What follows belongs to an exercise in optimizing a design on an open flow for small area; a production flow would make more cautious choices. The RTL was checked by simulation tests, not by an equivalence proof against the original design. Power is estimated from default activity; no workload was simulated.

==> onyx <==
==> flow/design.v (excerpt) <==
module menu_frames
    (
        input clk,
        input rst,
        input [1:0] frame_sel,
        output [18:0] address_write,
        output [11:0] data_write
    );
Settings: LEC_CHECK=0, CAP_MARGIN=20, CORE_MARGIN=2, CORE_UTILIZATION=40, PLACE_DENSITY=0.6, SLEW_MARGIN=20; clock period 10.0 ns.
standard.sh (not shown) runs the stock make flow with config.mk's settings and CLKGATE_MAP_FILE= SYNTH_SCRIPT=/design/flow/synth_recipe.tcl, a recipe that flattens the netlist after the stock synthesis.
==> flow/flow/run.sh <==
#!/bin/bash
# Layout flow: the standard synthesis, then the combinational logic between
# the registers is re-mapped for area with ABC's deepsyn (registers, their names
# and cell types untouched), then the standard flow from floorplan to finish.
set -euo pipefail
HERE=$PWD
R=$HERE/orfs/results/$FLOW_PLATFORM/menu_frames/base
LIB=$FLOW_HOME/platforms/sky130hd/lib/sky130_fd_sc_hd__tt_025C_1v80.lib
T=${REOPT_SECONDS:-90}

bash standard.sh synth > log_standard_synth.txt 2>&1
cp $R/1_2_yosys.v $HERE/standard_1_2_yosys.v

# cells marked don't-use on the platform
DU=$(grep -o 'cell *( *"\?sky130_fd_sc_hd__\(probe\|lpflow\)[a-z0-9_]*' $LIB | sed 's/.*(\s*"\?//' | sort -u | sed 's/^/-dont_use /' | tr '\n' ' ')

pids=()
for s in 1 2 3 4; do
  # seeds 1-3 map with amap, seed 4 with &nf
  if [[ $s == 4 ]]; then tail=flow/map_nf.abc.in; else tail=flow/map_amap.abc.in; fi
  sed -e "s/@T@/$T/" -e "s/@S@/$s/" flow/deep.abc.in $tail > deep_$s.abc
  cat > reopt_$s.ys <<EOY
read_liberty -ignore_miss_func $LIB
read_verilog $HERE/standard_1_2_yosys.v
hierarchy -top $FLOW_TOP
setattr -mod -set keep_hierarchy 1 sky130_fd_sc_hd__dfxtp_1
flatten -noscopeinfo
opt_clean
abc -liberty $LIB $DU -script $HERE/deep_$s.abc
splitnets
opt_clean -purge
hilomap -hicell sky130_fd_sc_hd__conb_1 HI -locell sky130_fd_sc_hd__conb_1 LO
insbuf -buf sky130_fd_sc_hd__buf_1 A X
opt_clean -purge
blackbox sky130_fd_sc_hd__dfxtp_1
tee -o $HERE/reopt_$s.stat stat -liberty $LIB
check
write_verilog -noattr -nohex -nodec $HERE/reopt_$s.v
EOY
  yosys -s reopt_$s.ys > log_reopt_$s.txt 2>&1 &
  pids+=($!)
done
for p in "${pids[@]}"; do wait $p || true; done

best=""; besta=""
for s in 1 2 3 4; do
  [[ -s reopt_$s.v && -s reopt_$s.stat ]] || continue
  a=$(grep -i "chip area for module" reopt_$s.stat | awk '{print $NF}')
  echo "seed $s area $a" >> log_reopt_choice.txt
  if [[ -z "$besta" ]] || awk "BEGIN{exit !($a < $besta)}"; then best=$s; besta=$a; fi
done
if [[ -n "$best" ]]; then
  echo "using seed $best" >> log_reopt_choice.txt
  cp reopt_$best.v $R/1_2_yosys.v
  rm -f $R/1_synth.odb $R/1_synth.sdc
else
  echo "no re-mapped netlist, keeping the standard one" >> log_reopt_choice.txt
fi

# every port still gets its own buffer, of the smallest buffer cell; the clock
# net gets one level of clkbuf_8 (24 registers) and no dummy balancing load
export BUFFER_PORTS_ARGS="-buffer_cell sky130_fd_sc_hd__buf_1"
export CTS_ARGS="-sink_clustering_enable -repair_clock_nets -dont_use_dummy_load -buf_list sky130_fd_sc_hd__clkbuf_8 -sink_clustering_size 30 -sink_clustering_max_diameter 200"
bash standard.sh finish > log_standard_finish.txt 2>&1
==> flow/flow/deep.abc.in <==
strash
&get -n
&deepsyn -T @T@ -S @S@
&put
==> flow/flow/map_amap.abc.in <==
dch -f
amap
topo
==> flow/flow/map_nf.abc.in <==
&get -n
&dch -f
&nf -R 1000
&put
topo
==> inputs of juniper, as changes to onyx <==
--- a/flow/flow/run.sh
+++ b/flow/flow/run.sh
@@ -16,9 +16,7 @@
 
 pids=()
 for s in 1 2 3 4; do
-  # seeds 1-3 map with amap, seed 4 with &nf
-  if [[ $s == 4 ]]; then tail=flow/map_nf.abc.in; else tail=flow/map_amap.abc.in; fi
-  sed -e "s/@T@/$T/" -e "s/@S@/$s/" flow/deep.abc.in $tail > deep_$s.abc
+  sed -e "s/@T@/$T/" -e "s/@S@/$s/" flow/deep.abc.in > deep_$s.abc
   cat > reopt_$s.ys <<EOY
 read_liberty -ignore_miss_func $LIB
 read_verilog $HERE/standard_1_2_yosys.v
@@ -57,8 +55,4 @@
   echo "no re-mapped netlist, keeping the standard one" >> log_reopt_choice.txt
 fi
 
-# every port still gets its own buffer, of the smallest buffer cell; the clock
-# net gets one level of clkbuf_8 (24 registers) and no dummy balancing load
-export BUFFER_PORTS_ARGS="-buffer_cell sky130_fd_sc_hd__buf_1"
-export CTS_ARGS="-sink_clustering_enable -repair_clock_nets -dont_use_dummy_load -buf_list sky130_fd_sc_hd__clkbuf_8 -sink_clustering_size 30 -sink_clustering_max_diameter 200"
 bash standard.sh finish > log_standard_finish.txt 2>&1
==> flow/flow/deep.abc.in (replaced) <==
strash
&get -n
&deepsyn -T @T@ -S @S@
&put
dch -f
map -a
topo
removed: flow/flow/map_amap.abc.in
removed: flow/flow/map_nf.abc.in
==> inputs of delta, as changes to onyx <==
--- a/flow/flow/run.sh
+++ b/flow/flow/run.sh
@@ -6,7 +6,7 @@
 HERE=$PWD
 R=$HERE/orfs/results/$FLOW_PLATFORM/menu_frames/base
 LIB=$FLOW_HOME/platforms/sky130hd/lib/sky130_fd_sc_hd__tt_025C_1v80.lib
-T=${REOPT_SECONDS:-90}
+T=${REOPT_SECONDS:-50}
 
 bash standard.sh synth > log_standard_synth.txt 2>&1
 cp $R/1_2_yosys.v $HERE/standard_1_2_yosys.v
@@ -14,11 +14,11 @@
 # cells marked don't-use on the platform
 DU=$(grep -o 'cell *( *"\?sky130_fd_sc_hd__\(probe\|lpflow\)[a-z0-9_]*' $LIB | sed 's/.*(\s*"\?//' | sort -u | sed 's/^/-dont_use /' | tr '\n' ' ')
 
+for wave in "1 2 3 4" "5 6 7 8"; do
 pids=()
-for s in 1 2 3 4; do
-  # seeds 1-3 map with amap, seed 4 with &nf
-  if [[ $s == 4 ]]; then tail=flow/map_nf.abc.in; else tail=flow/map_amap.abc.in; fi
-  sed -e "s/@T@/$T/" -e "s/@S@/$s/" flow/deep.abc.in $tail > deep_$s.abc
+for s in $wave; do
+  tail=flow/map_amap.abc.in
+  sed -e "s/@T@/$T/" -e "s/@S@/$s/" -e "s/@S2@/$((s + 10))/" -e "s/@S3@/$((s + 20))/" flow/deep.abc.in $tail > deep_$s.abc
   cat > reopt_$s.ys <<EOY
 read_liberty -ignore_miss_func $LIB
 read_verilog $HERE/standard_1_2_yosys.v
@@ -41,12 +41,20 @@
   pids+=($!)
 done
 for p in "${pids[@]}"; do wait $p || true; done
+done
 
+# sanity bounds: same register count as the standard netlist, and no implausible shrink
+std_ff=$(grep -c "sky130_fd_sc_hd__dfxtp_1 " $HERE/standard_1_2_yosys.v || true)
+std_area=$(grep -i "chip area for module" orfs/reports/$FLOW_PLATFORM/menu_frames/base/synth_stat.txt | awk '{print $NF}')
+echo "standard: $std_ff registers, area $std_area" >> log_reopt_choice.txt
 best=""; besta=""
-for s in 1 2 3 4; do
+for s in 1 2 3 4 5 6 7 8; do
   [[ -s reopt_$s.v && -s reopt_$s.stat ]] || continue
   a=$(grep -i "chip area for module" reopt_$s.stat | awk '{print $NF}')
-  echo "seed $s area $a" >> log_reopt_choice.txt
+  ff=$(grep -c "sky130_fd_sc_hd__dfxtp_1 " reopt_$s.v || true)
+  echo "seed $s area $a registers $ff" >> log_reopt_choice.txt
+  [[ "$ff" == "$std_ff" ]] || continue
+  awk "BEGIN{exit !($a > 0.4 * $std_area)}" || continue
   if [[ -z "$besta" ]] || awk "BEGIN{exit !($a < $besta)}"; then best=$s; besta=$a; fi
 done
 if [[ -n "$best" ]]; then
==> flow/flow/deep.abc.in (replaced) <==
strash
&get -n
&deepsyn -T @T@ -S @S@
&deepsyn -T @T@ -S @S2@
&deepsyn -T @T@ -S @S3@
&put
removed: flow/flow/map_nf.abc.in
==> run notes <==
Of juniper and onyx, onyx has the higher register-to-register slack (gap 0.25 ns). Setup slack, highest first: juniper, delta, onyx. In via count, delta and onyx hardly differ. In count of clock-buffer cells in the layout, delta and onyx do not differ. Of delta and juniper, juniper has the higher total power (gap about 18%, measured against juniper). Against delta, the global-route usage of juniper is higher by 0.18 points. In sequential power, juniper and onyx hardly differ. The lowest utilization belongs to onyx, the highest to juniper. Between juniper and delta, the lower hold slack is in delta (gap 0.019 ns). Synthesized cell count, highest first: juniper, onyx, delta.


==> v23: inputs <==
Starting RTL as in the previous note.
export LEC_CHECK = 0
export CAP_MARGIN = 0
export CORE_MARGIN = 2
export CORE_UTILIZATION = 40
export PLACE_DENSITY = 0.6
export SLEW_MARGIN = 0
create_clock -name core_clock -period 10.0 [get_ports {clk}]
==> flow/flow/run.sh <==
#!/bin/bash
# Layout flow: the standard synthesis, then the combinational logic between
# the registers is re-mapped for area with ABC's deepsyn + amap (registers, their
# names and cell types untouched), then the standard flow from floorplan to
# finish. Every tool's output goes to a log_*.txt file in this folder.
set -euo pipefail
HERE=$PWD
R=$HERE/orfs/results/$FLOW_PLATFORM/menu_frames/base
LIB=$FLOW_HOME/platforms/sky130hd/lib/sky130_fd_sc_hd__tt_025C_1v80.lib
T=${REOPT_SECONDS:-50}

bash standard.sh synth > log_standard_synth.txt 2>&1
cp $R/1_2_yosys.v $HERE/standard_1_2_yosys.v

want=$(cat flow/netlist.sha256 2>/dev/null || true)
std_ff=$(grep -c "sky130_fd_sc_hd__dfxtp_1 " $HERE/standard_1_2_yosys.v || true)
cache_ff=$(grep -c "sky130_fd_sc_hd__dfxtp_1 " flow/netlist.v 2>/dev/null || true)
have=$(sha256sum $HERE/standard_1_2_yosys.v | awk '{print $1}')
best=""
if [[ -s flow/netlist.v && "$want" == "$have" && "$std_ff" == "$cache_ff" ]] && ! grep -q "lpflow\|probe" flow/netlist.v; then
  echo "standard netlist $have matches flow/netlist.v" >> log_reopt_choice.txt
  cp flow/netlist.v reopt_cached.v
  best=cached
else
echo "standard netlist $have, flow/netlist.v made from ${want:-none}: re-mapping here" >> log_reopt_choice.txt
# cells marked don't-use on the platform
DU=$(grep -o 'cell *( *"\?sky130_fd_sc_hd__\(probe\|lpflow\)[a-z0-9_]*' $LIB | sed 's/.*(\s*"\?//' | sort -u | sed 's/^/-dont_use /' | tr '\n' ' ')

for wave in "1 2 3 4" "5 6 7 8"; do
pids=()
for s in $wave; do
  tail=flow/map_amap.abc.in
  sed -e "s/@T@/$T/" -e "s/@S@/$s/" -e "s/@S2@/$((s + 10))/" -e "s/@S3@/$((s + 20))/" flow/deep.abc.in $tail > deep_$s.abc
  cat > reopt_$s.ys <<EOY
read_liberty -ignore_miss_func $LIB
read_verilog $HERE/standard_1_2_yosys.v
hierarchy -top $FLOW_TOP
setattr -mod -set keep_hierarchy 1 sky130_fd_sc_hd__dfxtp_1
flatten -noscopeinfo
opt_clean
abc -liberty $LIB $DU -script $HERE/deep_$s.abc
splitnets
opt_clean -purge
hilomap -hicell sky130_fd_sc_hd__conb_1 HI -locell sky130_fd_sc_hd__conb_1 LO
insbuf -buf sky130_fd_sc_hd__buf_1 A X
opt_clean -purge
blackbox sky130_fd_sc_hd__dfxtp_1
tee -o $HERE/reopt_$s.stat stat -liberty $LIB
check
write_verilog -noattr -nohex -nodec $HERE/reopt_$s.v
EOY
  yosys -s reopt_$s.ys > log_reopt_$s.txt 2>&1 &
  pids+=($!)
done
for p in "${pids[@]}"; do wait $p || true; done
done

# sanity bounds: same register count as the standard netlist, and no implausible shrink
std_ff=$(grep -c "sky130_fd_sc_hd__dfxtp_1 " $HERE/standard_1_2_yosys.v || true)
std_area=$(grep -i "chip area for module" orfs/reports/$FLOW_PLATFORM/menu_frames/base/synth_stat.txt | awk '{print $NF}')
echo "standard: $std_ff registers, area $std_area" >> log_reopt_choice.txt
besta=""
for s in 1 2 3 4 5 6 7 8; do
  [[ -s reopt_$s.v && -s reopt_$s.stat ]] || continue
  a=$(grep -i "chip area for module" reopt_$s.stat | awk '{print $NF}')
  ff=$(grep -c "sky130_fd_sc_hd__dfxtp_1 " reopt_$s.v || true)
  echo "seed $s area $a registers $ff" >> log_reopt_choice.txt
  [[ "$ff" == "$std_ff" ]] || continue
  awk "BEGIN{exit !($a > 0.4 * $std_area)}" || continue
  if [[ -z "$besta" ]] || awk "BEGIN{exit !($a < $besta)}"; then best=$s; besta=$a; fi
done
fi
if [[ -n "$best" ]]; then
  echo "using seed $best" >> log_reopt_choice.txt
  cp reopt_$best.v $R/1_2_yosys.v
  rm -f $R/1_synth.odb $R/1_synth.sdc
else
  echo "no re-mapped netlist, keeping the standard one" >> log_reopt_choice.txt
fi

# every port still gets its own buffer, of the smallest buffer cell; the clock
# tree is built of clkbuf_8 only, without a dummy balancing load
export BUFFER_PORTS_ARGS="-buffer_cell sky130_fd_sc_hd__buf_1"
export CTS_ARGS="-sink_clustering_enable -repair_clock_nets -dont_use_dummy_load -buf_list sky130_fd_sc_hd__clkbuf_8 -sink_clustering_size 30 -sink_clustering_max_diameter 200"
bash standard.sh finish > log_standard_finish.txt 2>&1
Other scripts of this flow, unchanged in this note and not shown: flow/flow/deep.abc.in, flow/flow/map_amap.abc.in, flow/flow/netlist.sha256, flow/flow/netlist.v
==> inputs of v1, as changes to v23 <==
--- a/flow/config.mk
+++ b/flow/config.mk
@@ -7,6 +7,6 @@
 export LEC_CHECK = 0
 export CAP_MARGIN = 0
 export CORE_MARGIN = 2
-export CORE_UTILIZATION = 40
-export PLACE_DENSITY = 0.6
+export CORE_UTILIZATION = 60
+export PLACE_DENSITY = 0.8
 export SLEW_MARGIN = 0
==> flow_metrics.tcl <==
set metrics [dict create \
    setup_slack_ns 2.14 \
    clk_latency_ns 0.26 \
    pg_clk_uw 54.1 \
    status "complete, no violations" \
    drt_iter0_markers 700 \
    holdWs_ns 0.436 \
    tightest_slew_ns 1.10 \
    num_vias 4462 \
    fin_util 0.443 \
    rows 32 \
    die_h_um 93.4 \
    place_area_um2 3380 \
]
the above is filed under v23

==> flow_metrics.tcl <==
set metrics [dict create \
    holdWs_ns 0.445 \
    rows 26 \
    die_h_um 77.0 \
    worstHoldEndpoint "c[0]$_SDFF_PP0_" \
    setup_slack_ns 2.08 \
    routed_via_density 7.13 \
    nonClockBufferCount 28 \
    layout.nets 595 \
    status "complete, no violations" \
    drt_iter0_markers 992 \
    clk_latency_ns 0.27 \
    tightest_slew_ns 1.19 \
    critPathBufInv 5 \
    crit_path_end_kind "primary output" \
]
the above is filed under v1

## re-timing with driven ports
Ports are ideal in the flow. The routed layouts listed here were re-timed in OpenROAD. Step 1 sets driving cells, clkbuf_16 on the clock port and buf_2 on the other inputs (assumed; they add their load-dependent delay and slew). Step 2 times the ports against the registers' clock, not the clock port: input delays grow and output delays shrink by t, the midpoint of the rising clock arrivals with the driver on. a / b / c = ideal / step 1 / step 2; a / b = the first two.
run	t (ns)	setup WS [ns]	worst setup path at the end	worst data-port slew with drivers (ns)	pins driven straight from the clock port
onyx	0.309	2.028 / 1.996 / 2.305	register to output	0.05	1
juniper	0.303	2.541 / 2.512 / 2.815	register to output	0.03	1
delta	0.281	2.369 / 2.344 / 2.626	register to output	0.04	1
v23	0.278	2.138 / 2.115 / 2.393	register to output	0.04	1
v1	0.283	2.084 / 2.061 / 2.344	register to output	0.03	1
After both steps every run listed still meets setup and hold.
